This is an optimization exercise on Yosys and OpenROAD, whose aim is small area, not a production implementation.
Function was checked by simulation only, so behaviour that the tests miss may differ from the original.
Power is estimated from default activity; no workload was simulated.

old:
## atomik_top_parallel
module atomik_top_parallel #(
    parameter integer SYS_CLK_HZ = 94_500_000,
    parameter integer BAUD_RATE  = 115200,
    parameter integer N_BANKS    = 4
)(
    input  wire       sys_clk,
    input  wire       sys_rst_n,
    input  wire       uart_rx,
    output wire       uart_tx,
    output wire [5:0] led
);
clock: 10.0 ns
lec_check: 0
cap_margin: 20
core_margin: 2
core_utilization: 70
cts_buf_list: sky130_fd_sc_hd__clkbuf_8
cts_cluster_diameter: 60
cts_cluster_size: 18
place_density: 0.85
slew_margin: 20
run.sh (not shown) runs the stock make flow with config.mk's settings and CLKGATE_MAP_FILE= SYNTH_SCRIPT=/design/flow/synth_recipe.tcl, a recipe that flattens the netlist after the stock synthesis.
Modified inputs, new compared to old
Settings: swapping sky130_fd_sc_hd__clkbuf_8 for sky130_fd_sc_hd__clkbuf_4 in CTS_BUF_LIST; swapping 70 for 40 in CORE_UTILIZATION; clearing CTS_CLUSTER_DIAMETER, which used to be 60; swapping 0.85 for 0.6 in PLACE_DENSITY; clearing CTS_CLUSTER_SIZE, which used to be 18.
==> results.txt <==
new ended with every stage complete and zero timing, DRC or antenna violations.
From old to new the numbers moved as follows: post-synthesis cell area did not really move, non-filler instance count after layout increased 30%, setup slack now smaller.
The via count normalized by instance count of new falls short of that of old by 19%.
Max sequential share of cell area across old and new: old
Relative to old, the number of vias in the routed layout of new is higher by 171.
The count of clock buffers in the final design reported for new is greater than that of old by 65.
From old to new the numbers moved as follows: clock latency of the later-clocked register in the worst-skew pair saw an increase; area of the core saw an increase; cell total after placement saw an increase; met1 wire length saw an increase.

* * *

== job 101 ==
atomik_top_parallel, a different RTL version from the one above (not shown whole).
For scale: ~470 cells after synthesis, ~10 I/O pins, about 6400 um2 of cells after synthesis.
Settings: LEC_CHECK=0, CAP_MARGIN=20, CORE_MARGIN=2, CORE_UTILIZATION=70, CTS_BUF_LIST=sky130_fd_sc_hd__clkbuf_8, CTS_CLUSTER_DIAMETER=60, CTS_CLUSTER_SIZE=18, PLACE_DENSITY=0.85, SLEW_MARGIN=20; clock period 10.0 ns.
standard.sh (not shown) runs the stock make flow with config.mk's settings and CLKGATE_MAP_FILE= SYNTH_SCRIPT=/design/flow/synth_recipe.tcl, a recipe that flattens the netlist after the stock synthesis.
==> flow/flow/run.sh <==
#!/bin/bash
# Own flow: the standard layout, with CTS told not to add dummy loads
# and with the smallest buffer on the ports.  Full tool output: flow.log
# here, ORFS's per-step logs under orfs/logs.
set -euo pipefail
export CTS_ARGS="-sink_clustering_enable -repair_clock_nets -dont_use_dummy_load -buf_list sky130_fd_sc_hd__clkbuf_8 -sink_clustering_size 21 -sink_clustering_max_diameter 45"
export BUFFER_PORTS_ARGS="-buffer_cell sky130_fd_sc_hd__buf_1"
bash standard.sh > flow.log 2>&1
No stage failed in job 101, and the final checks on the layout all came back clean.
### job 101 -> job 102
==> flow/flow/run.sh <==
#!/bin/bash
# Own flow: the standard layout, with CTS told not to add dummy loads
# and with the smallest buffer on the ports.  Full tool output: flow.log
# here, ORFS's per-step logs under orfs/logs.
set -euo pipefail
export CTS_ARGS="-sink_clustering_enable -repair_clock_nets -dont_use_dummy_load -buf_list sky130_fd_sc_hd__clkbuf_4 -sink_clustering_size 13 -sink_clustering_max_diameter 30"
export BUFFER_PORTS_ARGS="-buffer_cell sky130_fd_sc_hd__buf_1"
bash standard.sh > flow.log 2>&1
--- outcome ---
- Looking at the reports, job 102 completed the entire flow and the layout it produced met the timing, design-rule and antenna checks.
- Between job 101 and job 102, area growth from synthesis to final layout increased.
- Lower clock latency at the later pin of the worst-skew pair among job 102 and job 101: job 101
- Job 102 vs job 101: design area up
- Re flip-flop and latch area: no difference whatsoever between job 101 and job 102.
- In job 102, the via-per-instance ratio came out 1.8% below the value in job 101.
- Compared job 102 against job 101; maximum single-stage delay on the critical path within noise.
- Job 102 vs job 101, final critical path time including I/O delays and setup went up by 0.033 ns.
- Job 102 falls short of job 101 in worst setup slack after layout.
- NOTE power job 101->job 102 increased slightly

==> separate check: timing with driven ports <==
Ports are ideal in the flow. The routed layouts listed here were re-timed in OpenROAD.
Step 1, drivers: a clkbuf_16 drives sys_clk and a buf_2 each remaining input, both assumed.
Step 2 moves the port delays by t, midway between the first and last clock arrival at a register: inputs arrive t later, outputs are due t later. That takes back most of the time a late clock gives input paths.
a / b / c = ideal ports / drivers / drivers and shift; a / b = the first two.
| run | shift t [ns] | setup WS [ns] | worst hold slack (ns) | pins driven straight from the clock port |
|---|---|---|---|---|
| old | 0.514 | 5.833 / 5.797 / 6.311 | 0.324 / 0.324 / 0.324 | 1 |
| new | 0.641 | 5.755 / 5.723 / 6.364 | 0.319 / 0.319 / 0.319 | 1 |
| job 101 | 0.496 | 6.262 / 6.231 / 6.726 | 0.322 / 0.322 / 0.322 | 1 |
| job 102 | 0.538 | 6.230 / 6.202 / 6.741 | 0.283 / 0.283 / 0.283 | 1 |
After both steps every run listed still meets setup and hold.
